From an optimization exercise on the open Yosys and OpenROAD flow, aimed at small area, a short achievable clock period and few clock cycles per item; shortcuts taken in it are not production practice.
Where RTL was checked, it was by simulation tests only, not by an equivalence proof against the original.
Only the layout flow was run in run 7; the RTL was not checked for function there.

===== flow/run.sh =====
#!/bin/bash
set -euo pipefail
MARGIN=8.0
bash standard.sh synth > synth.log 2>&1
bash standard.sh SETUP_SLACK_MARGIN=$MARGIN "BUFFER_PORTS_ARGS=-buffer_cell sky130_fd_sc_hd__buf_1" finish > layout.log 2>&1

===== config.mk =====
export PLATFORM = sky130hd
export DESIGN_NAME = div
export DESIGN_NICKNAME = div
export VERILOG_FILES = /design/flow/design.v
export SDC_FILE = /design/flow/constraint.sdc
export NUM_CORES = 4
export LEC_CHECK = 0
export CAP_MARGIN = 20
export CORE_MARGIN = 2
export CORE_UTILIZATION = 40
export SLEW_MARGIN = 20

===== design.v =====
module div_find_ones (
    input wire [32-1 : 0]  data_in,
    output wire [4:0]               lz,
    output wire                     zero
);
wire [3:0] v;         
wire [2:0] z [0:3];   
genvar j;
generate
    for (j = 0; j < 4; j = j + 1) begin : byte_lz
        wire [7:0] b  = data_in[8*j+7 : 8*j];
        wire       z2 = ~|b[7:4];
        wire [3:0] n  = z2 ? b[3:0] : b[7:4];
        wire       z1 = ~|n[3:2];
        wire [1:0] t  = z1 ? n[1:0] : n[3:2];
        assign v[j] = |b;
        assign z[j] = {z2, z1, ~t[1]};
    end
endgenerate
assign zero   = ~|v;
assign lz[4]  = ~v[3] & ~v[2];
assign lz[3]  = ~v[3] & (v[2] | ~v[1]);
assign lz[2:0] = v[3] ? z[3] : v[2] ? z[2] : v[1] ? z[1] : z[0];
endmodule
module div_add_ks #(parameter W = 34) (
    input  wire [W-1:0] a,
    input  wire [W-1:0] b,
    input  wire         cin,
    output wire [W-1:0] sum
);
localparam [63:0] BM0 = 64'h5555555555555555;
localparam [63:0] UP0 = 64'haaaaaaaaaaaaaaaa;
localparam [63:0] BM1 = 64'h2222222222222222;
localparam [63:0] UP1 = 64'hcccccccccccccccc;
localparam [63:0] BM2 = 64'h0808080808080808;
localparam [63:0] UP2 = 64'hf0f0f0f0f0f0f0f0;
localparam [63:0] BM3 = 64'h0080008000800080;
localparam [63:0] UP3 = 64'hff00ff00ff00ff00;
localparam [63:0] BM4 = 64'h0000800000008000;
localparam [63:0] UP4 = 64'hffff0000ffff0000;
localparam [63:0] BM5 = 64'h0000000080000000;
localparam [63:0] UP5 = 64'hffffffff00000000;
function [W-1:0] add_sk(input [W-1:0] x, input [W-1:0] y, input c);
    reg [W:0] g, p, gs, ps;
    begin
        g = {x & y, c};
        p = {x ^ y, 1'b0};
        gs = (g & BM0[W:0]) << 1;
        ps = (p & BM0[W:0]) << 1;
        g = g | (p & gs);
        p = p & (ps | ~UP0[W:0]);
        gs = (g & BM1[W:0]) << 1;
        ps = (p & BM1[W:0]) << 1;
        gs = gs | (gs << 1);
        ps = ps | (ps << 1);
        g = g | (p & gs);
        p = p & (ps | ~UP1[W:0]);
        gs = (g & BM2[W:0]) << 1;
        ps = (p & BM2[W:0]) << 1;
        gs = gs | (gs << 1);
        ps = ps | (ps << 1);
        gs = gs | (gs << 2);
        ps = ps | (ps << 2);
        g = g | (p & gs);
        p = p & (ps | ~UP2[W:0]);
        gs = (g & BM3[W:0]) << 1;
        ps = (p & BM3[W:0]) << 1;
        gs = gs | (gs << 1);
        ps = ps | (ps << 1);
        gs = gs | (gs << 2);
        ps = ps | (ps << 2);
        gs = gs | (gs << 4);
        ps = ps | (ps << 4);
        g = g | (p & gs);
        p = p & (ps | ~UP3[W:0]);
        gs = (g & BM4[W:0]) << 1;
        ps = (p & BM4[W:0]) << 1;
        gs = gs | (gs << 1);
        ps = ps | (ps << 1);
        gs = gs | (gs << 2);
        ps = ps | (ps << 2);
        gs = gs | (gs << 4);
        ps = ps | (ps << 4);
        gs = gs | (gs << 8);
        ps = ps | (ps << 8);
        g = g | (p & gs);
        p = p & (ps | ~UP4[W:0]);
        gs = (g & BM5[W:0]) << 1;
        ps = (p & BM5[W:0]) << 1;
        gs = gs | (gs << 1);
        ps = ps | (ps << 1);
        gs = gs | (gs << 2);
        ps = ps | (ps << 2);
        gs = gs | (gs << 4);
        ps = ps | (ps << 4);
        gs = gs | (gs << 8);
        ps = ps | (ps << 8);
        gs = gs | (gs << 16);
        ps = ps | (ps << 16);
        g = g | (p & gs);
        p = p & (ps | ~UP5[W:0]);
        add_sk = (x ^ y) ^ g[W-1:0];
    end
endfunction
assign sum = add_sk(a, b, cin);
endmodule
module div (
    input wire                      clk,
    input wire                      rst_n,
    input wire                      div_start,
    input wire [2:0]                div_opcode,
    input wire [32-1 : 0]  div_divident,
    input wire [32-1 : 0]  div_divisor,
    output wire [32-1 : 0] div_quotient,
    output wire [32-1 : 0] div_remainder,
    output wire                     div_finish
);
reg st_idle, st_abs, st_shift, st_iter, st_fix, st_done;
reg [31:0] rem_r;     
reg [33:0] dsr_r;     
reg [31:0] quo_r;
reg [4:0]  lza_r;     
reg [4:0]  lzb_r;     
reg [4:0]  k_r;       
reg        sa_r;      
reg        sb_r;      
reg        cin_r;     
reg        neg_q;     
reg        neg_r;     
wire load = st_idle | st_done;
wire start_signed = (div_opcode == 3'd1);
wire start_sa     = start_signed & div_divident[31];
wire start_sb     = start_signed & div_divisor[31];
wire [31:0] rem_neg = ~rem_r + 32'd1;
wire [4:0] lz_in_a, lz_in_b, lz_neg_a, lz_neg_b;
wire       z_in_a, z_in_b, z_neg_a, z_neg_b;
div_find_ones u_lz_in_a  (.data_in(div_divident),  .lz(lz_in_a),  .zero(z_in_a));
div_find_ones u_lz_in_b  (.data_in(div_divisor),   .lz(lz_in_b),  .zero(z_in_b));
div_find_ones u_lz_neg_a (.data_in(rem_neg),       .lz(lz_neg_a), .zero(z_neg_a));
div_find_ones u_lz_neg_b (.data_in(~dsr_r[31:0]),  .lz(lz_neg_b), .zero(z_neg_b));
wire [5:0] k6     = {1'b0, lzb_r} - {1'b0, lza_r};
wire [4:0] k      = k6[4:0];
wire       fix    = neg_r | (neg_q & ~(st_shift & zb));
wire       zb     = ~|dsr_r[31:0];    
wire       sh_end = st_shift & (zb | k6[5]);
wire       it_end = st_iter & (k_r == 5'd0);
wire        fill = ~sb_r;
wire [33:0] s_in = {2'b11, dsr_r[31:0] ^ {32{~sb_r}}};
wire [33:0] s0 = k[0] ? {s_in[32:0], fill}    : s_in;
wire [33:0] s1 = k[1] ? {s0[31:0], {2{fill}}}   : s0;
wire [33:0] s2 = k[2] ? {s1[29:0], {4{fill}}}   : s1;
wire [33:0] s3 = k[3] ? {s2[25:0], {8{fill}}}   : s2;
wire [33:0] s4 = k[4] ? {s3[17:0], {16{fill}}}  : s3;
wire [33:0] sum;
div_add_ks #(.W(34)) u_add (.a({2'b00, rem_r}), .b(dsr_r), .cin(cin_r), .sum(sum));
wire        qbit = ~sum[33];
always @(posedge clk or negedge rst_n) begin
    if (!rst_n) begin
        st_idle  <= 1'b1;
        st_abs   <= 1'b0;
        st_shift <= 1'b0;
        st_iter  <= 1'b0;
        st_fix   <= 1'b0;
        st_done  <= 1'b0;
    end else begin
        st_idle  <= (st_idle | st_done) & ~div_start;
        st_abs   <= div_start & (start_sa | start_sb);
        st_shift <= (div_start & ~(start_sa | start_sb)) | st_abs;
        st_iter  <= (st_shift & ~(zb | k6[5])) | (st_iter & (k_r != 5'd0));
        st_fix   <= (sh_end | it_end) & fix;
        st_done  <= st_fix | ((sh_end | it_end) & ~fix);
    end
end
always @(posedge clk) begin
    if (load) begin
        rem_r <= div_divident;
        dsr_r <= {2'b00, div_divisor};
        lza_r <= lz_in_a;
        lzb_r <= lz_in_b;
        sa_r  <= start_sa;
        sb_r  <= start_sb;
        cin_r <= ~start_sb;
        neg_q <= start_sa ^ start_sb;
        neg_r <= start_sa;
    end
    if (st_abs) begin
        if (sa_r) begin
            rem_r <= rem_neg;
            lza_r <= lz_neg_a;
        end
        if (sb_r) lzb_r <= lz_neg_b;
    end
    if (st_shift) begin
        dsr_r <= s4;
        k_r   <= k;
        quo_r <= {32{zb}};
        if (zb) neg_q <= 1'b0;
    end
    if (st_iter) begin
        if (qbit) rem_r <= sum[31:0];
        quo_r <= {quo_r[30:0], qbit};
        dsr_r <= {dsr_r[33], dsr_r[33:1]};
        k_r   <= k_r - 5'd1;
    end
    if (st_fix) begin
        if (neg_r) rem_r <= rem_neg;
        if (neg_q) quo_r <= ~quo_r + 32'd1;
    end
end
assign div_quotient  = quo_r;
assign div_remainder = rem_r;
assign div_finish    = st_done;
endmodule

===== constraint.sdc =====
create_clock -name core_clock -period 12.0 [get_ports {clk}]
set_input_delay 2.4000 -clock core_clock [delete_from_list [all_inputs] [get_ports {clk}]]
set_output_delay 2.4000 -clock core_clock [all_outputs]
set_load 0.01 [all_outputs]

===== standard.sh =====
#!/bin/bash
# synth_recipe.tcl (not shown) runs the flow's synth.tcl, then flattens the netlist and writes it again
# the make line also repeats each setting of config.mk as NAME=value (left out here)
make -C /OpenROAD-flow-scripts/flow DESIGN_CONFIG=/design/flow/config.mk WORK_HOME=/design/flow/orfs CLKGATE_MAP_FILE= SYNTH_SCRIPT=/design/flow/synth_recipe.tcl "${@:-finish}"

==> results by group, run 1 <==
Place
  • Number of port buffers: 134
  • HPWL after DPL: 32,800 microns
  • Dpl cells: 2,031
  • GP Congestion: 0.939

Routing
  • Post-DRT Antenna Nets: 0
  • Total Routed Length: 44,900 microns
  • DRT iter0 DRCs: 1,615
  • Wire per inst: 21.7 microns
  • DR vias: 13,100
  • DRC viols: 0
  • DR vias/cell: 6.36
  • Drt first pass iters: 6

GRT
  • Grt total ovfl: 0
  • Largest net degree at the start of global routing: 72
  • Initial antenna violation count: 0
  • Vias in the first global route: 12,300
  • First-pass GRT wire length: 69,600 microns
  • Total GRT Usage: 26.9%

Yosys
  • Area share of the largest cell type after synthesis: 11.8%
  • Dominant synthesized flop cell: dfxtp_1
  • EDFF count, synth: 44
  • Async S/R FF share, synth: 4.88%
  • Most common cell in the netlist: nand2_1
  • Main area contributors after synthesis: dfxtp_1 (12%), edfxtp_1 (11%), nand2_1 (5.9%), a21oi_1 (5.5%), mux2i_1 (4.7%)
  • Synth warnings: 3
  • Distinct cell type count after synthesis: 89
  • Post-Syn Area: 12,400 sq um
  • Syn avg cell area: 7.76 sq um
  • Dominant cell type by area after synthesis: dfxtp_1
  • Syn nets: 1,708
  • Synth Instances: 1,591
  • Post-synthesis sequential area ratio: 23.8%
  • #FFs+latches synth: 123
  • Top post-synthesis cells by count: nand2_1 (194), a21oi_1 (135), nor2_1 (125)

Clock tree
  • CTS sink count: 123
  • Root buf cell: clkbuf_16
  • CTS Hold Bufs: 0
  • Worst skew pair latency: 0.43 ns
  • H-Tree Depth: 4
  • Longest Clk Path Bufs: 2
  • Num CTS Buffers: 17
  • Clock tree from TritonCTS: built
  • CTS clock-pin slew for the worst setup and hold paths: 0.06 ns

Timing
  • RSZ-0062 raised after global routing: yes
  • Max-slew headroom: 30.2%
  • Clock Skews: 0.0119 ns
  • Final setup violation count: 0
  • Fin. Hold Viols: 0
  • Fin crit period: 3.91 ns
  • Fmax: 0.255 GHz
  • Actual slew at the worst max-slew pin: 1.04 ns
  • Final worst-path cycle share: 32.6%
  • Pins over their slew limit: 0
  • Setup TNS: 0 ns

Final layout
  • Antenna diodes: 0
  • Area Overhead vs Synth: 11.7%
  • # nets final: 1,775
  • Fillers: 3,053
  • FF+latch area: 2940 sq um
  • Non-Filler Instances: 2,067
  • Share of cells above drive strength 1: 8.08%
  • Multi-input logic area: 8860 sq um
  • Final Util: 45.2%

Critical path
  • Kind of critical path: reg -> reg
  • Critical Path RT: 12.28 ns
  • Worst path slowest cell: mux4_2
  • Cell Chain, Critical Path: ha_2, inv_1, fa_1, buf_4, clkinvlp_4, mux2i_1, xnor2_1, mux2i_1, mux4_2, nand2_1, o21ai_0, o21ai_0
  • CP startpoint kind: flip-flop
  • Crit path DAT: 4.19 ns
  • Setup crit end kind: flip-flop
  • Delay of the slowest cell on the worst path: 0.52 ns
  • Critical path peak fanout: 31

Die
  • Initial Util: 40.5%
  • Die X: 180 microns
  • Die H: 180 microns
  • Std-Cell Rows: 64
  • Core footprint: 30,500 sq um
  • Die area: 32,300 sq um
  • Ports: 135

Outcome
  • Status: complete, no violations

Hold path
  • Worst min path class: reg -> reg

Flow run
  • Max-cap viol count: 0
==> worst paths after layout <==
kind | from | end | slack [ns] | depth (start not counted)
worst max-delay path | lza_r[0] | dsr_r[30] | 8.09 | 12
worst min-delay path | st_fix | st_done | 0.52 | 1
worst max register to register | lza_r[0] | dsr_r[30] | 8.09 | 12
worst min register to register | st_fix | st_done | 0.52 | 1
max in group asynchronous | rst_n | st_idle | 9.88 | 1
min in group asynchronous | rst_n | st_done | 1.83 | 1
==> per-layer routing <==
metal / up-vias / track usage (%) / routed length [microns]
met5: - / 0 / 0
li1: 6139 / - / -
met1: 6301 / 37.8 / 19700
met4: 0 / 8.39 / 1030
met2: 624 / 42.4 / 20300
met3: 72 / 4.27 / 3900
==> flip-flops by register name, indices dropped and copies added, names as in the netlist, 5 cells and up <==
name,flops
dsr_r,34
quo_r,32
rem_r,32
k_r,5
lza_r,5
lzb_r,5
==> layout make-up <==
cell class                 instances  area share (%)
clock buffer                      23            3.54
clock inverter                     9           0.626
inverter                          55            1.52
multi-input combinational       1298            64.2
sequential                       123            21.3
tap                              396            3.59
timing repair buffer             163            5.22
==> cell usage in the layout, fill, tap and decap left out, types with 10 or more instances in the layout <==
| cell | netlist | final |
|---|---|---|
| nand2_1 | 194 | 194 |
| a21oi_1 | 135 | 135 |
| buf_1 | 12 | 134 |
| nor2_1 | 125 | 122 |
| o21ai_0 | 94 | 94 |
| dfxtp_1 | 73 | 72 |
| xnor2_1 | 63 | 61 |
| nor3_1 | 60 | 60 |
| mux2i_1 | 58 | 58 |
| inv_1 | 54 | 53 |
| edfxtp_1 | 44 | 44 |
| ha_1 | 41 | 40 |
| xor2_1 | 40 | 39 |
| nand3_1 | 32 | 32 |
| nor4_1 | 33 | 30 |
| buf_4 | 1 | 29 |
| mux4_2 | 24 | 24 |
| nand4_1 | 22 | 22 |
| o211ai_1 | 21 | 21 |
| a21o_1 | 20 | 20 |
| a31oi_1 | 20 | 20 |
| a211oi_1 | 19 | 19 |
| clkbuf_16 | 0 | 18 |
| a221oi_1 | 18 | 17 |
| o31ai_1 | 17 | 17 |
| a311oi_1 | 16 | 16 |
| or3_1 | 16 | 16 |
| and3_1 | 14 | 14 |
| and2_1 | 12 | 12 |
| o22ai_1 | 12 | 12 |
| nor2b_1 | 11 | 11 |
| o221ai_1 | 11 | 11 |
| a22oi_1 | 10 | 10 |
| or4_1 | 10 | 10 |
==> worst max-delay path: cells and delay by family (launching register included) <==
kind            cells  cell delay, ns
compound gates      2            0.27
xor+xnor            1            0.43
fa+ha+maj           2            0.70
buf+inv             3            0.78
flops               1            0.46
mux                 3            1.00
simple gates        1            0.11
==> per-stage QoR <==
step           setup WS [ns]  instance area [sq um]  hold WS, ns
5_1_grt                 7.99                  13800        0.531
3_5_place_dp            7.41                  13100        0.494
3_3_place_gp            7.49                  13100        0.483
2_1_floorplan           8.03                  12400        0.449
6_report                8.09                  13800        0.521
4_1_cts                 8.05                  13800        0.513
==> timing repair <==
item,4_1_cts,5_1_grt
gates resized for setup,5,5
endpoints found under the setup margin,23,22
pin swaps,0,1
buffers inserted,1,3
==> logic make-up after synthesis <==
family	synth area share, %
and+or+nand+nor	23.2
AOI/OAI and AO/OA	25.7
buffers and inverters	5.25
DFF	23.8
xor gates and xnor gates	7.30
muxes	9.62
adders and majority gates	5.13
Testbench counts, summed over its fixed seeds: cycles 179,195, ops 12,000.
==> inputs of run 2 (changes only) <==
==> flow/run.sh (replaced) <==
#!/bin/bash
set -euo pipefail
MARGIN=8.45
bash standard.sh synth > synth.log 2>&1
bash standard.sh SETUP_SLACK_MARGIN=$MARGIN "BUFFER_PORTS_ARGS=-buffer_cell sky130_fd_sc_hd__buf_1" finish > layout.log 2>&1
==> run 2 against run 1 <==
Compared with the run above: sequential share of layout area decreased by 0.63 points; synthesized cell count unchanged; flip-flop and latch count unchanged; critical path depth decreased by 4; register-to-register slack improved by 0.44 ns; utilization increased by 2.2 points; maximum frequency increased by 8.2%; final cell count increased by 1.2%; clock-buffer cell count increased by 1; critical path type is now in -> reg.
==> results by group, run 2 <==
Final layout
  • Number of flip-flops under the largest register name: 34 (unchanged)
  • # nets final: 1,800 (+1.4%)
  • Fillers: 3,002 (-1.7%)
  • Antenna diodes: 0 (unchanged)
  • Commonest non-fill, non-tap cell in the layout: nand2_1
  • Largest regs: dsr_r: 34 flops, quo_r: 32 flops, rem_r: 32 flops
  • Commonest cells after routing, fill and taps aside: nand2_1 (192), a21oi_1 (134), buf_1 (123), nor2_1 (122), o21ai_0 (89)
  • Area Overhead vs Synth: 17.1%
  • Share of cells above drive strength 1: 14.1% (+6.0 points)
  • Reg with most FFs: dsr_r
  • Final instance area: 14,500 sq um (+4.8%)

Routing
  • DRT iter0 DRCs: 1,639 (+1.5%)
  • Post-DRT Antenna Nets: 0 (unchanged)
  • DRC viols: 0 (unchanged)
  • DR vias: 13,300 (+1.4%)
  • Wire per inst: 21.6 microns (-0.33%)
  • DR vias/cell: 6.37 (+0.19%)
  • Drt first pass iters: 6 (unchanged)
  • Total Routed Length: 45,300 microns (+0.87%)

Die
  • Die H: 180 microns (unchanged)
  • Core footprint: 30,500 sq um (unchanged)
  • Ports: 135 (unchanged)
  • Die area: 32,300 sq um (unchanged)
  • Initial Util: 40.5% (unchanged)
  • Die X: 180 microns (unchanged)
  • Std-Cell Rows: 64 (unchanged)

GRT
  • Initial antenna violation count: 1 (+1)
  • Largest net degree at the start of global routing: 78 (+8.3%)
  • Grt total ovfl: 0 (unchanged)
  • Total GRT Usage: 26.9% (about the same)
  • Vias in the first global route: 12,200 (-0.70%)
  • First-pass GRT wire length: 70,000 microns (+0.60%)

Yosys
  • Post-Synth Simple-Gate Area: 23.2% (unchanged)
  • Async S/R FF share, synth: 4.88% (unchanged)
  • Syn avg cell area: 7.76 sq um (unchanged)
  • Dominant synthesized flop cell: dfxtp_1
  • Distinct cell type count after synthesis: 89 (unchanged)
  • Top post-synthesis cells by count: nand2_1 (194), a21oi_1 (135), nor2_1 (125)
  • Post-Syn Area: 12,400 sq um (unchanged)
  • Synth Area in XOR/XNOR: 7.30% (unchanged)
  • Main area contributors after synthesis: dfxtp_1 (12%), edfxtp_1 (11%), nand2_1 (5.9%), a21oi_1 (5.5%), mux2i_1 (4.7%)
  • Adder-cell share of the synthesized area: 5.13% (unchanged)
  • Syn nets: 1,708 (unchanged)
  • Dominant cell type by area after synthesis: dfxtp_1
  • #FFs+latches synth: 123 (unchanged)
  • Synth Area in Compound Gates: 25.7% (unchanged)
  • Most common cell in the netlist: nand2_1
  • EDFF count, synth: 44 (unchanged)
  • Post-synthesis sequential area ratio: 23.8% (unchanged)
  • Synth Instances: 1,591 (unchanged)
  • Area share of the largest cell type after synthesis: 11.8% (unchanged)
  • Main combinational cell family by area after synthesis: compound AO/OA/AOI/OAI gates
  • Multiplexer share of the synthesized area: 9.62% (unchanged)
  • Synth warnings: 3 (unchanged)

Hold path
  • Worst min path class: reg -> reg

Critical path
  • CP startpoint kind: input pin
  • Critical path peak fanout: 3 (-90%)
  • Critical Path RT: 12.36 ns (+0.08 ns)
  • Crit path DAT: 3.98 ns (-0.21 ns)
  • Setup crit end kind: flip-flop
  • Kind of critical path: in -> reg

Clock tree
  • Root buf cell: clkbuf_16
  • Num CTS Buffers: 17 (unchanged)
  • H-Tree Depth: 4 (unchanged)
  • Clock tree from TritonCTS: built
  • CTS sink count: 123 (unchanged)
  • Worst skew pair latency: 0.43 ns (about the same)
  • CTS clock-pin slew for the worst setup and hold paths: 0.06 ns (about the same)
  • Longest Clk Path Bufs: 2 (unchanged)

Place
  • Number of port buffers: 134 (unchanged)
  • HPWL after DPL: 32,700 microns (-0.33%)
  • GP Congestion: 0.980 (+4.3%)
  • DP Area: 13,200 sq um (+0.29%)

Flow run
  • Max-cap viol count: 0 (unchanged)

Timing
  • Fmax: 0.276 GHz (+8.2%)
  • Final setup violation count: 0 (unchanged)
  • Fin crit period: 3.62 ns (-0.297 ns)
  • Pins over their slew limit: 0 (unchanged)
  • Actual slew at the worst max-slew pin: 0.894 ns (-0.151 ns)
  • Fin. Hold Viols: 0 (unchanged)
  • Max-slew headroom: 40.4% (+10 points)
  • Final worst-path cycle share: 30.1% (-2.5 points)
  • Clock Skews: 0.00974 ns (-0.00212 ns)
  • RSZ-0062 raised after global routing: yes
  • Setup TNS: 0 ns (unchanged)

Outcome
  • Status: complete, no violations
==> run 2: cell counts after synthesis <==
Identical to the previous run, type by type.
==> run 2: repair_timing <==
| action | in CTS | in global routing |
|---|---|---|
| setup endpoints to repair | 87 | 73 |
| gates cloned | 0 | 1 |
| hold endpoints to repair | 0 | 0 |
| hold buffers | 0 | 0 |
| pin swaps | 4 | 8 |
| setup buffers | 10 | 19 |
| resized for setup | 65 | 53 |
==> run 2: final cells by class <==
cell class,count,area (sq um),share of cell area [%]
Sequential cell,123,2990,20.7
Tap cell,396,495,3.43
Inverter,55,210,1.45
Multi-Input combinational cell,1298,9120,63.1
Timing Repair Buffer,188,1020,7.04
Clock inverter,8,60.1,0.415
Clock buffer,24,567,3.92
==> run 2: worst max-delay path: stages <==
cell	delay [ns]
buf_6	0.10
nor4_4	0.28
nor2b_4	0.19
nor4b_4	0.24
buf_4	0.17
nand4_1	0.14
o221a_2	0.33
a31oi_1	0.13
==> run 2: layer usage <==
metal  track usage, %  routed length (microns)  vias up
li1                 -                        -     6172
met1             38.3                    19900     6341
met2             42.0                    20200      718
met3             4.34                     4010       89
met4             7.77                     1150        0
met5                0                        0        -
==> run 2: cells by family after synthesis <==
family	after synthesis
flops	123
simple gates	580
fa+ha+maj	47
mux	88
buf+inv	170
compound gates	480
xor+xnor	103
==> run 2: worst paths after layout <==
path,start,endpoint,slack (ns),cells past startpoint
max,div_divisor[28],lzb_r[1],8.38,8
min,st_fix,st_done,0.52,1
max reg2reg,rem_r[0],lza_r[0],8.53,10
min reg2reg,st_fix,st_done,0.52,1
max in group asynchronous,rst_n,st_idle,9.86,1
min in group asynchronous,rst_n,st_fix,1.84,1
==> run 2: through the flow <==
stage	util (%)	setup WS [ns]	std cells	hold WS [ns]
global placement	43.2	7.64	2030	0.482
global route	47.4	8.26	2092	0.529
CTS	46.1	8.43	2072	0.522
finish	47.4	8.38	2092	0.517
floorplan	-	8.15	1591	0.449
detailed placement	43.2	7.52	2030	0.504
==> inputs of run 3 (changes only) <==
==> flow/run.sh (replaced) <==
#!/bin/bash
set -euo pipefail
MARGIN=8.3
bash standard.sh synth > synth.log 2>&1
bash standard.sh SETUP_SLACK_MARGIN=$MARGIN "BUFFER_PORTS_ARGS=-buffer_cell sky130_fd_sc_hd__buf_1" finish > layout.log 2>&1
--- a/config.mk
+++ b/config.mk
@@ -6,4 +6,5 @@
 export NUM_CORES = 4
 export LEC_CHECK = 0
+export ABC_AREA = 1
 export CAP_MARGIN = 20
 export CORE_MARGIN = 2
==> run 3 against run 2 <==
Compared with the run above: still clean; final cell count rose by 29%; flip-flop and latch count did not move.
==> results by group, run 3 <==
Flow run
  • Max-cap viol count: 0 (unchanged)

Clock tree
  • H-Tree Depth: 4 (unchanged)
  • Clock tree from TritonCTS: built
  • Worst skew pair latency: 0.45 ns (+0.02 ns)
  • CTS sink count: 123 (unchanged)
  • CTS Hold Bufs: 0 (unchanged)
  • Num CTS Buffers: 17 (unchanged)
  • Longest Clk Path Bufs: 2 (unchanged)
  • CTS clock-pin slew for the worst setup and hold paths: 0.07 ns (about the same)
  • Root buf cell: clkbuf_16

Timing
  • RSZ-0062 raised after global routing: yes
  • Final setup violation count: 0 (unchanged)
  • Setup TNS: 0 ns (unchanged)
  • Actual slew at the worst max-slew pin: 1.01 ns (+0.111 ns)
  • Clock Skews: 0.0158 ns (+0.00610 ns)
  • Max-slew headroom: 32.9% (-7.5 points)
  • Fin. Hold Viols: 0 (unchanged)
  • Fmax: 0.274 GHz (-0.94%)
  • Final worst-path cycle share: 30.4% (+0.29 points)
  • Fin crit period: 3.65 ns (+0.0344 ns)
  • Pins over their slew limit: 0 (unchanged)

Die
  • Core footprint: 32,400 sq um (+6.1%)
  • Initial Util: 40.5% (about the same)
  • Die X: 185 microns (+2.9%)
  • Ports: 135 (unchanged)
  • Die area: 34,200 sq um (+5.9%)
  • Die H: 185 microns (+2.9%)
  • Std-Cell Rows: 66 (+3.1%)

GRT
  • First-pass GRT wire length: 74,200 microns (+6.1%)
  • Initial antenna violation count: 0 (-1)
  • Vias in the first global route: 13,700 (+12%)
  • Grt total ovfl: 0 (unchanged)
  • Largest net degree at the start of global routing: 73 (-6.4%)
  • Total GRT Usage: 28.1% (+1.2 points)

Routing
  • DR vias/cell: 5.52 (-13%)
  • DRT iter0 DRCs: 1,539 (-6.1%)
  • Drt first pass iters: 6 (unchanged)
  • Met2 wire length: 21,600 microns (+6.7%)
  • Wire per inst: 17.8 microns (-18%)
  • Top Metal Used: met4
  • Wire length on met1: 21,800 microns (+9.5%)
  • Total Routed Length: 48,200 microns (+6.5%)
  • DRC viols: 0 (unchanged)
  • Post-DRT Antenna Nets: 0 (unchanged)
  • Met3 wire length: 3390 microns (-15%)
  • DR vias: 14,900 (+12%)

Final layout
  • Largest regs: dsr_r: 34 flops, quo_r: 32 flops, rem_r: 32 flops
  • Commonest non-fill, non-tap cell in the layout: nand2_1
  • # nets final: 2,365 (+31%)
  • Non-Filler Instances: 2,703 (+29%)
  • Fillers: 3,588 (+20%)
  • FF+latch area: 2940 sq um (-1.7%)
  • Antenna diodes: 0 (unchanged)
  • Reg with most FFs: dsr_r
  • Final Util: 45.1% (-2.3 points)
  • Share of cells above drive strength 1: 6.10% (-8.0 points)
  • Number of flip-flops under the largest register name: 34 (unchanged)
  • Commonest cells after routing, fill and taps aside: nand2_1 (584), inv_1 (272), o21ai_0 (241), nor2_1 (175), buf_1 (134)
  • Multi-input logic area: 8770 sq um (-3.9%)
  • Area Overhead vs Synth: 11.5%

Critical path
  • Setup crit end kind: primary output
  • CP startpoint kind: flip-flop
  • Delay of the slowest cell on the worst path: 0.59 ns (+0.26 ns)
  • Crit path DAT: 1.25 ns (-2.73 ns)
  • Cell Chain, Critical Path: buf_1
  • Kind of critical path: reg -> out
  • Worst path slowest cell: dfxtp_1
  • CP bufs+invs: 1 (-1)
  • Critical path peak fanout: 8 (+5)
  • Critical Path RT: 9.60 ns (-2.76 ns)
  • Kind of cell adding the most delay to the critical path: flip-flops

Yosys
  • Top post-synthesis cells by count: nand2_1 (585), inv_1 (274), o21ai_0 (242)
  • Async S/R FF share, synth: 4.88% (unchanged)
  • Synth Instances: 2,165 (+36%)
  • Distinct cell type count after synthesis: 64 (-28%)
  • Syn nets: 2,282 (+34%)
  • Dominant cell type by area after synthesis: nand2_1
  • Post-Syn Area: 13,100 sq um (+6.0%)
  • Main area contributors after synthesis: nand2_1 (17%), dfxtp_1 (11%), edfxtp_1 (10%), o21ai_0 (9.2%), inv_1 (7.9%)
  • #FFs+latches synth: 123 (unchanged)
  • EDFF count, synth: 44 (unchanged)
  • Synth warnings: 3 (unchanged)
  • Syn avg cell area: 6.05 sq um (-22%)
  • Post-synthesis sequential area ratio: 22.4% (-1.4 points)
  • Area share of the largest cell type after synthesis: 16.8% (+4.9 points)
  • Dominant synthesized flop cell: dfxtp_1
  • Most common cell in the netlist: nand2_1

Hold path
  • Worst min path class: reg -> reg

Place
  • HPWL after DPL: 36,300 microns (+11%)
  • Dpl cells: 2,665 (+31%)
  • GP Congestion: 0.961 (-1.9%)
  • Number of port buffers: 134 (unchanged)

Outcome
  • Status: complete, no violations
-- run 3: timing repair --
item / 4_1_cts / 5_1_grt
resized for setup: 2 / 9
pin swaps: 0 / 3
cloned: 0 / 2
endpoints found under the setup margin: 13 / 25
buffers inserted: 0 / 4
-- run 3: logic make-up (layout without fill, tap and decap cells) --
family,count (synthesis),after routing,share of synthesized area [%]
simple gates,1054,1055,35.5
compound gates,493,493,21.1
buf+inv,377,472,11.3
flops,123,123,22.4
xor+xnor,63,63,4.21
fa+ha+maj,47,47,4.83
mux,8,8,0.611
-- run 3: stage by stage --
stage	area (sq um)	hold WS, ns	setup slack (ns)
global placement	13900	0.481	7.62
finish	14600	0.516	8.35
global route	14600	0.562	8.27
floorplan	13100	0.449	8.36
detailed placement	13900	0.489	7.61
CTS	14500	0.515	8.33
-- run 3: worst reg2reg max path: stages, from the launching register on --
cell and delay [ns]:
dfxtp_1 0.46, ha_1 0.22, inv_1 0.05, fa_1 0.38
nand2_1 0.07, inv_1 0.05, nor2_2 0.07, buf_4 0.36
inv_1 0.44, o21ai_0 0.38, o21ai_0 0.15, o21ai_0 0.41
o21ai_0 0.16
-- run 3: metal layers --
metal / up-vias / GRT usage, %
met3: 90 / 3.52
met5: - / 0
li1: 7382 / -
met1: 6858 / 38.8
met2: 581 / 44.6
met4: 0 / 10.6
-- run 3: final timing paths --
kind                               start               end  slack [ns]  cells past startpoint
worst max-delay path            rem_r[3]  div_remainder[3]        8.35                      1
worst min-delay path              st_fix           st_done        0.52                      1
worst max register to register  lza_r[0]         dsr_r[27]        8.53                     12
worst min register to register    st_fix           st_done        0.52                      1
max in group asynchronous          rst_n           st_idle        9.91                      1
min in group asynchronous          rst_n            st_fix        1.80                      1
-- run 3: cell type report --
cell class              instances  share of cell area, %
multi-input cells            1666                   60.0
flip-flops and latches        123                   20.1
inverters                     287                   7.42
repair buffers                152                   4.37
well taps                     442                   3.79
clock buffers                  21                   3.31
clock inverters                11                  0.908
repair inverters                1                 0.0514
==> inputs of run 4 (changes only) <==
--- a/config.mk
+++ b/config.mk
@@ -6,5 +6,4 @@
 export NUM_CORES = 4
 export LEC_CHECK = 0
-export ABC_AREA = 1
 export CAP_MARGIN = 20
 export CORE_MARGIN = 2
==> run 4 against run 3 <==
Compared with the run above: worst hold slack worse by 0.0014 ns; still clean on timing, DRC and antenna; area after synthesis down 5.7%; critical path depth unchanged; clock skew down 0.0036 ns; largest cell class unchanged; critical path type unchanged; via count down 13%; sequential share of layout area up 1.0 points.
==> results by group, run 4 <==
Clock tree
  • Num CTS Buffers: 17 (unchanged)
  • Root buf cell: clkbuf_16
  • H-Tree Depth: 4 (unchanged)
  • CTS sink count: 123 (unchanged)
  • Longest Clk Path Bufs: 2 (unchanged)
  • Clock tree from TritonCTS: built
  • CTS clock-pin slew for the worst setup and hold paths: 0.06 ns (about the same)
  • Worst skew pair latency: 0.43 ns (-0.02 ns)

Critical path
  • CP startpoint kind: flip-flop
  • RR Startpoint: rem_r[1]
  • Stages on worst setup path: 1 (unchanged)
  • R2R Setup Slk: 8.41 ns (-0.12 ns)
  • Worst path slowest cell: dfxtp_1
  • Delay of the slowest cell on the worst path: 0.62 ns (+0.03 ns)
  • CP bufs+invs: 1 (unchanged)
  • Critical path peak fanout: 11 (+3)
  • Critical Path RT: 9.60 ns (about the same)
  • Crit path DAT: 1.25 ns (about the same)
  • Setup crit end kind: primary output
  • RR Endpoint: lza_r[0]
  • Kind of critical path: reg -> out
  • Kind of cell adding the most delay to the critical path: flip-flops
  • R2R depth: 10 (-2)
  • Cell Chain, Critical Path: buf_1

Timing
  • Fin. Hold Viols: 0 (unchanged)
  • Fin Hold WS: 0.514 ns (-0.00137 ns)
  • Max-slew headroom: 31.2% (-1.7 points)
  • Actual slew at the worst max-slew pin: 1.03 ns (+0.0246 ns)
  • Final worst-path cycle share: 30.4% (-0.038 points)
  • RSZ-0062 raised after global routing: yes
  • Fin crit period: 3.65 ns (-0.00460 ns)
  • Fmax: 0.274 GHz (+0.13%)
  • Final setup violation count: 0 (unchanged)
  • Setup TNS: 0 ns (unchanged)
  • Clock Skews: 0.0123 ns (-0.00355 ns)
  • Pins over their slew limit: 0 (unchanged)

GRT
  • Grt total ovfl: 0 (unchanged)
  • Total GRT Usage: 27.0% (-1.0 points)
  • Initial antenna violation count: 0 (unchanged)
  • Largest net degree at the start of global routing: 65 (-11%)
  • First-pass GRT wire length: 69,900 microns (-5.8%)
  • Vias in the first global route: 12,200 (-11%)

Final layout
  • Final instance area: 13,900 sq um (-4.6%)
  • FF+latch area: 2940 sq um (+0.30%)
  • Share of cells above drive strength 1: 9.54% (+3.4 points)
  • Antenna diodes: 0 (unchanged)
  • Commonest cells after routing, fill and taps aside: nand2_1 (194), a21oi_1 (135), buf_1 (131), nor2_1 (122), o21ai_0 (94)
  • Reg with most FFs: dsr_r
  • # nets final: 1,781 (-25%)
  • Non-Filler Instances: 2,073 (-23%)
  • Fillers: 3,056 (-15%)
  • Largest regs: dsr_r: 34 flops, quo_r: 32 flops, rem_r: 32 flops
  • Commonest non-fill, non-tap cell in the layout: nand2_1
  • Multi-input logic area: 8960 sq um (+2.2%)
  • Area Overhead vs Synth: 12.8%
  • Number of flip-flops under the largest register name: 34 (unchanged)

Hold path
  • HP Start: st_fix
  • Hold-critical path depth: 1 (unchanged)
  • Worst min path class: reg -> reg
  • Hold Path End: st_done

Routing
  • Post-DRT Antenna Nets: 0 (unchanged)
  • Drt first pass iters: 6 (unchanged)
  • Wire per inst: 21.6 microns (+21%)
  • Total Routed Length: 44,700 microns (-7.4%)
  • DRC viols: 0 (unchanged)
  • DRT iter0 DRCs: 1,453 (-5.6%)
  • DR vias: 13,000 (-13%)
  • DR vias/cell: 6.27 (+14%)

Yosys
  • Post-Syn Area: 12,400 sq um (-5.7%)
  • Dominant synthesized flop cell: dfxtp_1
  • Synth warnings: 3 (unchanged)
  • Most common cell in the netlist: nand2_1
  • Distinct cell type count after synthesis: 89 (+39%)
  • Top post-synthesis cells by count: nand2_1 (194), a21oi_1 (135), nor2_1 (125)
  • #FFs+latches synth: 123 (unchanged)
  • Synth Instances: 1,591 (-27%)
  • Async S/R FF share, synth: 4.88% (unchanged)
  • Syn avg cell area: 7.76 sq um (+28%)
  • Area share of the largest cell type after synthesis: 11.8% (-4.9 points)
  • Syn nets: 1,708 (-25%)
  • Main area contributors after synthesis: dfxtp_1 (12%), edfxtp_1 (11%), nand2_1 (5.9%), a21oi_1 (5.5%), mux2i_1 (4.7%)
  • Dominant cell type by area after synthesis: dfxtp_1
  • EDFF count, synth: 44 (unchanged)
  • Post-synthesis sequential area ratio: 23.8% (+1.4 points)

Die
  • Die area: 32,300 sq um (-5.6%)
  • Core footprint: 30,500 sq um (-5.8%)
  • Die X: 180 microns (-2.8%)
  • Die H: 180 microns (-2.8%)
  • Initial Util: 40.5% (about the same)
  • Ports: 135 (unchanged)
  • Std-Cell Rows: 64 (-3.0%)

Flow run
  • Max-cap viol count: 0 (unchanged)

Place
  • HPWL after DPL: 32,800 microns (-9.7%)
  • GP Congestion: 0.932 (-3.0%)
  • DP Area: 13,200 sq um (-5.3%)
  • Number of port buffers: 134 (unchanged)
  • Dpl cells: 2,029 (-24%)

Outcome
  • Status: complete, no violations
## run 4: cell count changes after synthesis, moves of 41 or more
cell      delta
inv_1      -220
o21ai_0    -148
xnor2_1     +41
nand2_1    -391
nor2_1      -55
nand3_1     -98
clkbuf_1    +41
mux2i_1     +50
## run 4: cells by family (layout without fill, tap and decap cells)
logic type,count (synthesis),count (layout),share of synthesized area (%)
AOI/OAI and AO/OA,480,480,25.7
and+or+nand+nor,580,580,23.2
adders and majority gates,47,47,5.13
buffers and inverters,170,256,5.25
DFF,123,123,23.8
muxes,88,88,9.62
xor gates and xnor gates,103,103,7.30
## run 4: what timing repair did
action                                 4_1_cts  5_1_grt
buffers inserted                             4        8
hold buffers                                 0        0
resized for setup                           13       33
pin swaps                                    1        2
setup endpoints to repair                   45       34
endpoints found under the hold margin        0        0
## run 4: final cells by class
cell class / instances / area share, %
Clock buffer: 19 / 3.11
Clock inverter: 13 / 0.557
Inverter: 55 / 1.51
Multi-Input combinational cell: 1298 / 64.3
Sequential cell: 123 / 21.1
Tap cell: 396 / 3.56
Timing Repair Buffer: 169 / 5.79
## run 4: how the worst max path moves through the flow
stage                               start          endpoint  slack (ns)
after detailed placement  div_divisor[31]          lzb_r[0]        7.65
after global routing      div_divisor[31]          lzb_r[0]        8.24
final                            rem_r[5]  div_remainder[5]        8.35
after floorplan           div_divisor[31]          lzb_r[0]        8.15
after global placement    div_divisor[31]          lzb_r[0]        7.67
after CTS                 div_divisor[15]          lzb_r[1]        8.31
## run 4: layer usage
layer	routed length, microns	GRT usage (%)	up-vias
li1	-	-	6132
met1	20200	38.4	6210
met2	20000	41.7	601
met3	3410	4.44	63
met4	1100	8.88	0
met5	0	0	-
## run 4: per-stage QoR
stage,setup WS (ns),utilization [%]
6_report,8.35,45.7
5_1_grt,8.24,45.7
4_1_cts,8.31,45.0
3_5_place_dp,7.65,43.2
3_3_place_gp,7.67,43.2
2_1_floorplan,8.15,-
==> inputs of run 5 (changes only) <==
--- a/config.mk
+++ b/config.mk
@@ -9,3 +9,4 @@
 export CORE_MARGIN = 2
 export CORE_UTILIZATION = 40
+export CTS_BUF_LIST = sky130_fd_sc_hd__clkbuf_4 sky130_fd_sc_hd__clkbuf_8
 export SLEW_MARGIN = 20
==> run 5 against run 4 <==
Compared with the run above: global-route usage rose by 0.056 points; clock-buffer cell count did not move; flip-flop and latch count did not move; still clean on timing, DRC and antenna; worst hold slack got worse by 0.015 ns; final cell count barely moved; wire length rose by 0.44%; maximum frequency fell by 0.20%.
==> results by group, run 5 <==
Yosys
  • EDFF count, synth: 44 (unchanged)
  • Main area contributors after synthesis: dfxtp_1 (12%), edfxtp_1 (11%), nand2_1 (5.9%), a21oi_1 (5.5%), mux2i_1 (4.7%)
  • Post-Syn Area: 12,400 sq um (unchanged)
  • Distinct cell type count after synthesis: 89 (unchanged)
  • #FFs+latches synth: 123 (unchanged)
  • Syn avg cell area: 7.76 sq um (unchanged)
  • Dominant synthesized flop cell: dfxtp_1
  • Syn nets: 1,708 (unchanged)
  • Most common cell in the netlist: nand2_1
  • Post-synthesis sequential area ratio: 23.8% (unchanged)
  • Top post-synthesis cells by count: nand2_1 (194), a21oi_1 (135), nor2_1 (125)
  • Dominant cell type by area after synthesis: dfxtp_1
  • Area share of the largest cell type after synthesis: 11.8% (unchanged)
  • Synth warnings: 3 (unchanged)
  • Synth Instances: 1,591 (unchanged)
  • Async S/R FF share, synth: 4.88% (unchanged)

Final layout
  • Largest regs: dsr_r: 34 flops, quo_r: 32 flops, rem_r: 32 flops
  • Reg with most FFs: dsr_r
  • Fillers: 3,085 (+0.95%)
  • Commonest non-fill, non-tap cell in the layout: nand2_1
  • Area Overhead vs Synth: 11.5%
  • Share of cells above drive strength 1: 10.3% (+0.77 points)
  • Number of flip-flops under the largest register name: 34 (unchanged)
  • Commonest cells after routing, fill and taps aside: nand2_1 (194), a21oi_1 (135), buf_1 (131), nor2_1 (122), o21ai_0 (94)
  • Antenna diodes: 0 (unchanged)
  • # nets final: 1,782 (+0.056%)

Die
  • Die X: 180 microns (unchanged)
  • Initial Util: 40.5% (unchanged)
  • Die H: 180 microns (unchanged)
  • Die area: 32,300 sq um (unchanged)
  • Core footprint: 30,500 sq um (unchanged)
  • Ports: 135 (unchanged)
  • Std-Cell Rows: 64 (unchanged)

Critical path
  • Crit path capture: div_remainder[25]
  • Critical Path RT: 9.60 ns (about the same)
  • Stages on worst setup path: 1 (unchanged)
  • RR Endpoint: lza_r[0]
  • Crit path DAT: 1.25 ns (about the same)
  • Critical path peak fanout: 8 (-3)
  • Kind of critical path: reg -> out
  • Kind of cell adding the most delay to the critical path: flip-flops
  • Worst path slowest cell: dfxtp_1
  • CP startpoint kind: flip-flop
  • R2R Setup Slk: 8.41 ns (about the same)
  • Setup crit end kind: primary output
  • CP bufs+invs: 1 (unchanged)
  • Cell Chain, Critical Path: buf_1
  • RR Startpoint: rem_r[1]
  • Delay of the slowest cell on the worst path: 0.58 ns (-0.04 ns)
  • R2R depth: 10 (unchanged)
  • CP startpoint: rem_r[25]

Routing
  • DR vias/cell: 6.28 (about the same)
  • DR vias: 13,000 (+0.11%)
  • Post-DRT Antenna Nets: 0 (unchanged)
  • DRC viols: 0 (unchanged)
  • Drt first pass iters: 6 (unchanged)
  • Total Routed Length: 44,900 microns (+0.44%)
  • DRT iter0 DRCs: 1,396 (-3.9%)
  • Wire per inst: 21.6 microns (+0.39%)

Timing
  • RSZ-0062 raised after global routing: yes
  • Setup TNS: 0 ns (unchanged)
  • Pins over their slew limit: 0 (unchanged)
  • Final setup violation count: 0 (unchanged)
  • Actual slew at the worst max-slew pin: 1.04 ns (+0.0114 ns)
  • Final worst-path cycle share: 30.5% (+0.060 points)
  • Fin crit period: 3.65 ns (+0.00720 ns)
  • Fin. Hold Viols: 0 (unchanged)
  • Clock Skews: 0.0203 ns (+0.00804 ns)
  • Fmax: 0.274 GHz (-0.20%)
  • Max-slew headroom: 30.4% (-0.76 points)

GRT
  • Grt total ovfl: 0 (unchanged)
  • Largest net degree at the start of global routing: 65 (unchanged)
  • Total GRT Usage: 27.1% (+0.056 points)
  • First-pass GRT wire length: 70,000 microns (+0.12%)
  • Vias in the first global route: 12,100 (-0.31%)
  • Initial antenna violation count: 0 (unchanged)

Outcome
  • Status: complete, no violations

Hold path
  • Worst min path class: reg -> reg

Place
  • HPWL after DPL: 32,800 microns (unchanged)
  • GP Congestion: 0.932 (unchanged)
  • Number of port buffers: 134 (unchanged)

Clock tree
  • CTS sink count: 123 (unchanged)
  • Num CTS Buffers: 17 (unchanged)
  • Longest Clk Path Bufs: 2 (unchanged)
  • Root buf cell: clkbuf_8
  • Clock tree from TritonCTS: built
  • CTS clock-pin slew for the worst setup and hold paths: 0.09 ns (+0.03 ns)
  • Worst skew pair latency: 0.47 ns (+0.04 ns)
  • H-Tree Depth: 4 (unchanged)
  • CTS Hold Bufs: 0 (unchanged)

Flow run
  • Max-cap viol count: 0 (unchanged)
==> run 5: cell types whose count changed in the layout (fill, tap and decap cells not counted), moves of 2 or more <==
cell,delta
clkbuf_16,-17
clkbuf_8,+17
dfxtp_1,-10
dfxtp_2,+9
clkbuf_1,-2
clkbuf_4,+2
==> run 5: cells by family (layout without fill, tap and decap cells) <==
family | count (synthesis) | after routing | synth area share (%)
mux | 88 | 88 | 9.62
simple gates | 580 | 580 | 23.2
compound gates | 480 | 480 | 25.7
fa+ha+maj | 47 | 47 | 5.13
flops | 123 | 123 | 23.8
xor+xnor | 103 | 103 | 7.30
buf+inv | 170 | 257 | 5.25
==> run 5: final cells by class <==
type | count | area (sq um) | share of cell area, %
Multi-Input combinational cell | 1298 | 8960 | 65.1
Sequential cell | 123 | 2960 | 21.5
Timing Repair Buffer | 170 | 816 | 5.93
Tap cell | 396 | 495 | 3.60
Clock buffer | 19 | 249 | 1.81
Inverter | 55 | 210 | 1.53
Clock inverter | 13 | 77.6 | 0.563
==> run 5: repair_timing <==
action	in CTS	in global routing
hold endpoints to repair	0	0
endpoints found under the setup margin	48	43
resized for setup	15	44
buffers inserted	3	10
pin swaps	1	2
==> run 5: worst min path at each step <==
stage,from,end,slack [ns],cells after the start
final,st_fix,st_done,0.50,1
after CTS,st_fix,st_done,0.52,1
after detailed placement,st_fix,st_done,0.51,1
after floorplan,st_fix,st_done,0.45,1
after global routing,st_fix,st_done,0.53,1
after global placement,st_fix,st_done,0.48,1
==> run 5: stage by stage <==
stage | hold slack, ns | instances | utilization [%] | worst slack (ns) | cell area [sq um]
floorplan | 0.449 | 1591 | - | 8.15 | 12400
global placement | 0.483 | 2029 | 43.2 | 7.67 | 13200
detailed placement | 0.514 | 2029 | 43.2 | 7.65 | 13200
CTS | 0.516 | 2064 | 44.4 | 8.30 | 13600
global route | 0.527 | 2074 | 45.1 | 8.25 | 13800
finish | 0.500 | 2074 | 45.1 | 8.35 | 13800
==> run 5: layer usage <==
metal / GRT usage [%] / vias to the layer above / part of all wire, %
li1: - / 6134 / -
met1: 38.8 / 6249 / 46
met2: 42.0 / 565 / 45
met3: 4.13 / 72 / 7.1
met4: 8.23 / 0 / 2.3
met5: 0 / - / 0
==> inputs of run 6 (changes only) <==
--- a/config.mk
+++ b/config.mk
@@ -9,4 +9,5 @@
 export CORE_MARGIN = 2
 export CORE_UTILIZATION = 40
-export CTS_BUF_LIST = sky130_fd_sc_hd__clkbuf_4 sky130_fd_sc_hd__clkbuf_8
+export CTS_BUF_LIST = sky130_fd_sc_hd__clkbuf_8
+export CTS_CLUSTER_SIZE = 30
 export SLEW_MARGIN = 20
==> run 6 against run 5 <==
Compared with the run above: worst hold slack gained 0.0020 ns; first-iteration DRC count is 1.4% lower; utilization about the same; die area stayed put; non-clock buffer count is the same; via count up 0.46%; clock-buffer cell count shrank 2; clock skew about the same; synthesized cell count unchanged; critical path depth unchanged.
==> results by group, run 6 <==
Die
  • Ports: 135 (unchanged)
  • Die X: 180 microns (unchanged)
  • Initial Util: 40.5% (unchanged)
  • Core footprint: 30,500 sq um (unchanged)
  • Die area: 32,300 sq um (unchanged)
  • Std-Cell Rows: 64 (unchanged)
  • Die H: 180 microns (unchanged)

Place
  • Pre-CTS setup slack: 7.65 ns (unchanged)
  • GP Congestion: 0.932 (unchanged)
  • Dpl cells: 2,029 (unchanged)
  • HPWL after DPL: 32,800 microns (unchanged)
  • DP Area: 13,200 sq um (unchanged)
  • Number of port buffers: 134 (unchanged)

Clock tree
  • Root buf cell: clkbuf_8
  • Longest Clk Path Bufs: 2 (unchanged)
  • H-Tree Depth: 4 (unchanged)
  • Clock tree from TritonCTS: built
  • Num CTS Buffers: 17 (unchanged)
  • CTS Hold Bufs: 0 (unchanged)
  • Worst skew pair latency: 0.47 ns (about the same)
  • CTS sink count: 123 (unchanged)
  • CTS clock-pin slew for the worst setup and hold paths: 0.09 ns (about the same)

Routing
  • DR vias/cell: 6.31 (+0.46%)
  • Drt first pass iters: 6 (unchanged)
  • DRC viols: 0 (unchanged)
  • DR vias: 13,100 (+0.46%)
  • DRT iter0 DRCs: 1,376 (-1.4%)
  • Post-DRT Antenna Nets: 0 (unchanged)
  • Total Routed Length: 45,000 microns (+0.21%)
  • Wire per inst: 21.7 microns (+0.21%)

Critical path
  • Critical path peak fanout: 8 (unchanged)
  • Worst path slowest cell: dfxtp_1
  • CP bufs+invs: 1 (unchanged)
  • Crit path DAT: 1.25 ns (about the same)
  • Kind of cell adding the most delay to the critical path: flip-flops
  • Setup crit end kind: primary output
  • R2R Setup Slk: 8.41 ns (about the same)
  • CP startpoint kind: flip-flop
  • Critical Path RT: 9.60 ns (about the same)
  • Delay of the slowest cell on the worst path: 0.57 ns (about the same)
  • Kind of critical path: reg -> out
  • Cell Chain, Critical Path: buf_1

Final layout
  • Non-Filler Instances: 2,074 (unchanged)
  • Antenna diodes: 0 (unchanged)
  • Largest regs: dsr_r: 34 flops, quo_r: 32 flops, rem_r: 32 flops
  • Final Util: 45.1% (about the same)
  • Final instance area: 13,800 sq um (about the same)
  • Commonest non-fill, non-tap cell in the layout: nand2_1
  • Area Overhead vs Synth: 11.4% (about the same)
  • Share of cells above drive strength 1: 10.2% (-0.12 points)
  • Fillers: 3,084 (-0.032%)
  • # nets final: 1,782 (unchanged)
  • Commonest cells after routing, fill and taps aside: nand2_1 (194), a21oi_1 (135), buf_1 (131), nor2_1 (122), o21ai_0 (94)
  • Number of flip-flops under the largest register name: 34 (unchanged)
  • Reg with most FFs: dsr_r

Timing
  • Final worst-path cycle share: 30.5% (about the same)
  • Max-slew headroom: 29.6% (-0.75 points)
  • Fin. Hold Viols: 0 (unchanged)
  • Worst Slack Setup Final: 8.35 ns (-0.000360 ns)
  • Final setup violation count: 0 (unchanged)
  • RSZ-0062 raised after global routing: yes
  • Fmax: 0.274 GHz (about the same)
  • Pins over their slew limit: 0 (unchanged)
  • Actual slew at the worst max-slew pin: 1.05 ns (+0.0113 ns)
  • Setup TNS: 0 ns (unchanged)
  • Clock Skews: 0.0204 ns (+0.0000291 ns)
  • Fin crit period: 3.65 ns (+0.000360 ns)

Yosys
  • Synth Instances: 1,591 (unchanged)
  • Post-Syn Area: 12,400 sq um (unchanged)
  • Syn avg cell area: 7.76 sq um (unchanged)
  • Dominant cell type by area after synthesis: dfxtp_1
  • #FFs+latches synth: 123 (unchanged)
  • Area share of the largest cell type after synthesis: 11.8% (unchanged)
  • Post-synthesis sequential area ratio: 23.8% (unchanged)
  • Syn nets: 1,708 (unchanged)
  • Synth warnings: 3 (unchanged)
  • Distinct cell type count after synthesis: 89 (unchanged)
  • EDFF count, synth: 44 (unchanged)
  • Most common cell in the netlist: nand2_1
  • Top post-synthesis cells by count: nand2_1 (194), a21oi_1 (135), nor2_1 (125)
  • Async S/R FF share, synth: 4.88% (unchanged)
  • Dominant synthesized flop cell: dfxtp_1
  • Main area contributors after synthesis: dfxtp_1 (12%), edfxtp_1 (11%), nand2_1 (5.9%), a21oi_1 (5.5%), mux2i_1 (4.7%)

GRT
  • Total GRT Usage: 27.1% (about the same)
  • GRT Max-Usage Layer: met2
  • GRT met3 Usage: 4.13% (unchanged)
  • First-pass GRT wire length: 70,000 microns (about the same)
  • Vias in the first global route: 12,100 (unchanged)
  • Grt total ovfl: 0 (unchanged)
  • Met2 usage: 42.0% (about the same)
  • Global Route met1 Usage: 38.8% (unchanged)
  • Initial antenna violation count: 0 (unchanged)
  • Largest net degree at the start of global routing: 65 (unchanged)

Outcome
  • Status: complete, no violations

Hold path
  • Worst min path class: reg -> reg

Flow run
  • Max-cap viol count: 0 (unchanged)
run 6: cell count changes in the layout (fill, tap and decap cells not counted), sizes merged:
cell and change:
inv +2, clkbuf -2
run 6: per-layer routing:
metal  wire length, microns  part of all wire, %
met5                      0                    0
met1                  20400                   45
met4                    933                  2.1
met2                  20200                   45
met3                   3360                  7.5
run 6: worst paths after layout:
path,startpoint,end,depth (start not counted)
max,rem_r[17],div_remainder[17],1
min,st_fix,st_done,1
max reg2reg,rem_r[1],lza_r[0],10
min reg2reg,st_fix,st_done,1
max in group asynchronous,rst_n,st_idle,1
min in group asynchronous,rst_n,st_done,1
run 6: through the flow:
stage / hold WS [ns]
floorplan: 0.449
global placement: 0.483
detailed placement: 0.514
CTS: 0.516
global route: 0.527
finish: 0.502
run 6: layout make-up:
type / count / area (sq um) / area share [%]
clock buffers: 17 / 234 / 1.70
repair buffers: 170 / 816 / 5.93
multi-input cells: 1298 / 8960 / 65.1
clock inverters: 15 / 85.1 / 0.618
well taps: 396 / 495 / 3.60
inverters: 55 / 210 / 1.53
flip-flops and latches: 123 / 2960 / 21.5
run 6: cell families (layout without fill, tap and decap cells):
group           after synthesis  after routing  share of synthesized area (%)
flops                       123            123                           23.8
buf+inv                     170            257                           5.25
simple gates                580            580                           23.2
fa+ha+maj                    47             47                           5.13
xor+xnor                    103            103                           7.30
compound gates              480            480                           25.7
mux                          88             88                           9.62
run 6: repair_timing:
action,4_1_cts,5_1_grt
pin swaps,1,2
resized for setup,15,44
buffers inserted,3,10
gates cloned,0,0
setup endpoints to repair,48,43
==> inputs of run 7 (changes only) <==
--- a/design.v
+++ b/design.v
@@ -122,5 +122,4 @@
 reg [4:0]  lza_r;     
 reg [4:0]  lzb_r;     
-reg [4:0]  k_r;       
 reg        sa_r;      
 reg        sb_r;      
@@ -144,5 +143,5 @@
 wire       zb     = ~|dsr_r[31:0];    
 wire       sh_end = st_shift & (zb | k6[5]);
-wire       it_end = st_iter & (k_r == 5'd0);
+wire       it_end = st_iter & (lzb_r == 5'd0);
 wire        fill = ~sb_r;
 wire [33:0] s_in = {2'b11, dsr_r[31:0] ^ {32{~sb_r}}};
@@ -167,5 +166,5 @@
         st_abs   <= div_start & (start_sa | start_sb);
         st_shift <= (div_start & ~(start_sa | start_sb)) | st_abs;
-        st_iter  <= (st_shift & ~(zb | k6[5])) | (st_iter & (k_r != 5'd0));
+        st_iter  <= (st_shift & ~(zb | k6[5])) | (st_iter & (lzb_r != 5'd0));
         st_fix   <= (sh_end | it_end) & fix;
         st_done  <= st_fix | ((sh_end | it_end) & ~fix);
@@ -193,5 +192,5 @@
     if (st_shift) begin
         dsr_r <= s4;
-        k_r   <= k;
+        lzb_r <= k;
         quo_r <= {32{zb}};
         if (zb) neg_q <= 1'b0;
@@ -201,5 +200,5 @@
         quo_r <= {quo_r[30:0], qbit};
         dsr_r <= {dsr_r[33], dsr_r[33:1]};
-        k_r   <= k_r - 5'd1;
+        lzb_r <= lzb_r - 5'd1;
     end
     if (st_fix) begin
==> flow/run.sh (replaced) <==
#!/bin/bash
set -euo pipefail
MARGIN=8.6
bash standard.sh synth > synth.log 2>&1
bash standard.sh SETUP_SLACK_MARGIN=$MARGIN "BUFFER_PORTS_ARGS=-buffer_cell sky130_fd_sc_hd__buf_1" finish > layout.log 2>&1
--- a/config.mk
+++ b/config.mk
@@ -9,5 +9,3 @@
 export CORE_MARGIN = 2
 export CORE_UTILIZATION = 40
-export CTS_BUF_LIST = sky130_fd_sc_hd__clkbuf_8
-export CTS_CLUSTER_SIZE = 30
 export SLEW_MARGIN = 20
==> run 7 against run 6 <==
Compared with the run above: final cell count is 1.3% higher; wire length is 1.2% higher; register-to-register slack better by 0.05 ns; global-route usage is 0.86 points higher; critical endpoint is now lzb_r[0]; clock-buffer cell count is 2 higher; highest routed layer unchanged; area after synthesis is 4.8% lower; die area is 4.7% lower; design area is 9.5% higher; synthesized cell count is 4.3% lower; via count is 1.4% higher.
==> results by group, run 7 <==
Critical path
  • Setup crit end kind: flip-flop
  • R2R Setup Slk: 8.46 ns (+0.05 ns)
  • R2R depth: 11 (+1)
  • Kind of critical path: in -> reg
  • Critical Path RT: 12.32 ns (+2.72 ns)
  • RR Endpoint: lza_r[0]

Routing
  • Total Routed Length: 45,500 microns (+1.2%)
  • DRT iter0 DRCs: 1,786 (+30%)
  • Wire per inst: 21.7 microns (about the same)

Yosys
  • Async S/R FF share, synth: 5.08% (+0.21 points)
  • #FFs+latches synth: 118 (-4.1%)
  • Post-Syn Area: 11,800 sq um (-4.8%)
  • EDFF count, synth: 39 (-11%)
  • Area share of the largest cell type after synthesis: 12.4% (+0.60 points)
  • Synth Instances: 1,523 (-4.3%)
  • Distinct cell type count after synthesis: 83 (-6.7%)
  • Main area contributors after synthesis: dfxtp_1 (12%), edfxtp_1 (10%), a21oi_1 (6.6%), xnor2_1 (5.3%), nand2_1 (5.1%)

Clock tree
  • Clock tree from TritonCTS: built
  • CTS clock-pin slew for the worst setup and hold paths: 0.07 ns (-0.02 ns)
  • Num CTS Buffers: 17 (unchanged)
  • CTS Hold Bufs: 0 (unchanged)
  • CTS sink count: 118 (-4.1%)
  • H-Tree Depth: 4 (unchanged)

Die
  • Core footprint: 28,900 sq um (-5.4%)
  • Ports: 135 (unchanged)

Final layout
  • Antenna diodes: 0 (unchanged)
  • Number of flip-flops under the largest register name: 34 (unchanged)
  • Commonest cells after routing, fill and taps aside: nand2_1 (158), a21oi_1 (146), nor2_1 (141), buf_4 (112), xnor2_1 (61)
  • Largest regs: dsr_r: 34 flops, quo_r: 32 flops, rem_r: 32 flops

Timing
  • Clock Skews: 0.0158 ns (-0.00457 ns)
  • Actual slew at the worst max-slew pin: 1.00 ns (-0.0518 ns)
  • Setup TNS: 0 ns (unchanged)
  • Fin. Hold Viols: 0 (unchanged)
  • Final worst-path cycle share: 31.9% (+1.5 points)

GRT
  • Grt total ovfl: 0 (unchanged)
  • Initial antenna violation count: 0 (unchanged)
  • First-pass GRT wire length: 67,800 microns (-3.1%)

Outcome
  • Status: complete, no violations

Place
  • HPWL after DPL: 31,100 microns (-5.1%)

Hold path
  • HP Start: neg_q

Flow run
  • Max-cap viol count: 0 (unchanged)
## run 7: per-layer routing
layer | global-route usage [%] | vias to the layer above | routed length, microns | share of wire [%]
li1 | - | 6116 | - | -
met5 | 0 | - | 0 | 0
met3 | 4.74 | 101 | 4250 | 9.3
met2 | 43.0 | 721 | 20500 | 45
met4 | 8.71 | 0 | 1420 | 3.1
met1 | 39.9 | 6329 | 19400 | 43
## run 7: per-stage QoR
| stage | instance area [sq um] | utilization (%) | instances | setup WS, ns |
|---|---|---|---|---|
| finish | 15100 | 52.2 | 2100 | 8.17 |
| global route | 15100 | 52.2 | 2100 | 8.07 |
| CTS | 14100 | 48.9 | 2035 | 8.12 |
| detailed placement | 12700 | 43.8 | 1962 | 7.32 |
| global placement | 12700 | 43.8 | 1962 | 7.43 |
| floorplan | 11900 | - | 1523 | 7.84 |
## run 7: area by class of cell
type,count,area [sq um]
multi-input combinational,1248,8990
tap,384,480
inverter,56,220
clock inverter,13,133
sequential,118,3010
fill,2823,13800
timing repair buffer,262,1770
clock buffer,19,464
## run 7: worst max path at each step
stage	from	to	slack, ns	depth (start not counted)
6_report	div_divisor[15]	lzb_r[0]	8.17	9
5_1_grt	div_divisor[28]	lzb_r[1]	8.07	10
4_1_cts	div_divisor[28]	lzb_r[0]	8.12	10
3_5_place_dp	div_divisor[31]	lzb_r[0]	7.32	9
3_3_place_gp	div_divisor[31]	lzb_r[0]	7.43	9
2_1_floorplan	div_divisor[31]	lzb_r[0]	7.84	9
## run 7: cells by family after synthesis
kind of cell / share of synthesized area [%]
compound gates: 26.3
xor+xnor: 8.63
fa+ha+maj: 5.38
buf+inv: 5.19
flops: 23.7
mux: 8.01
simple gates: 22.9
## run 7: repair_timing
| item | 4_1_cts | 5_1_grt |
|---|---|---|
| setup endpoints to repair | 143 | 126 |
| pin swaps | 19 | 31 |
| cloned | 1 | 4 |
| setup buffers | 40 | 61 |
| gates resized for setup | 214 | 120 |
## run 7: worst max-delay path, cell delays in order
cell and delay, ns:
buf_1 0.16, nor4_4 0.40, o21a_1 0.17, nor2_1 0.05, o21ai_0 0.12, a21oi_2 0.14, a2111oi_2 0.40, a211oi_2 0.07
o31a_1 0.25

## static timing again, ports no longer ideal
The results above use ideal ports. As a check the final layouts listed here were re-extracted and re-timed, cells and wires unchanged. Step 1, drivers: a clkbuf_16 drives clk and a buf_2 each remaining input, both assumed. Step 2 times the ports against the registers' clock, not the clock port: input delays grow and output delays shrink by t, the midpoint of the rising clock arrivals with the driver on. a / b / c = ideal / step 1 / step 2; a / b = the first two.
| run | shift t [ns] | setup WS [ns] | latest minus earliest clock arrival (ns) | pins driven straight from the clock port |
|---|---|---|---|---|
| run 1 | 0.482 | 8.086 / 8.086 / 7.698 | 0.012 / 0.012 | 1 |
| run 2 | 0.476 | 8.383 / 8.356 / 7.925 | 0.009 / 0.010 | 1 |
| run 3 | 0.499 | 8.348 / 8.296 / 7.946 | 0.016 / 0.016 | 1 |
| run 4 | 0.478 | 8.353 / 8.299 / 7.919 | 0.012 / 0.013 | 1 |
| run 5 | 0.510 | 8.346 / 8.298 / 7.887 | 0.020 / 0.020 | 1 |
| run 6 | 0.514 | 8.346 / 8.296 / 7.898 | 0.021 / 0.020 | 1 |
| run 7 | 0.474 | 8.171 / 8.186 / 7.712 | 0.016 / 0.016 | 1 |
After both steps every run listed still meets setup and hold.
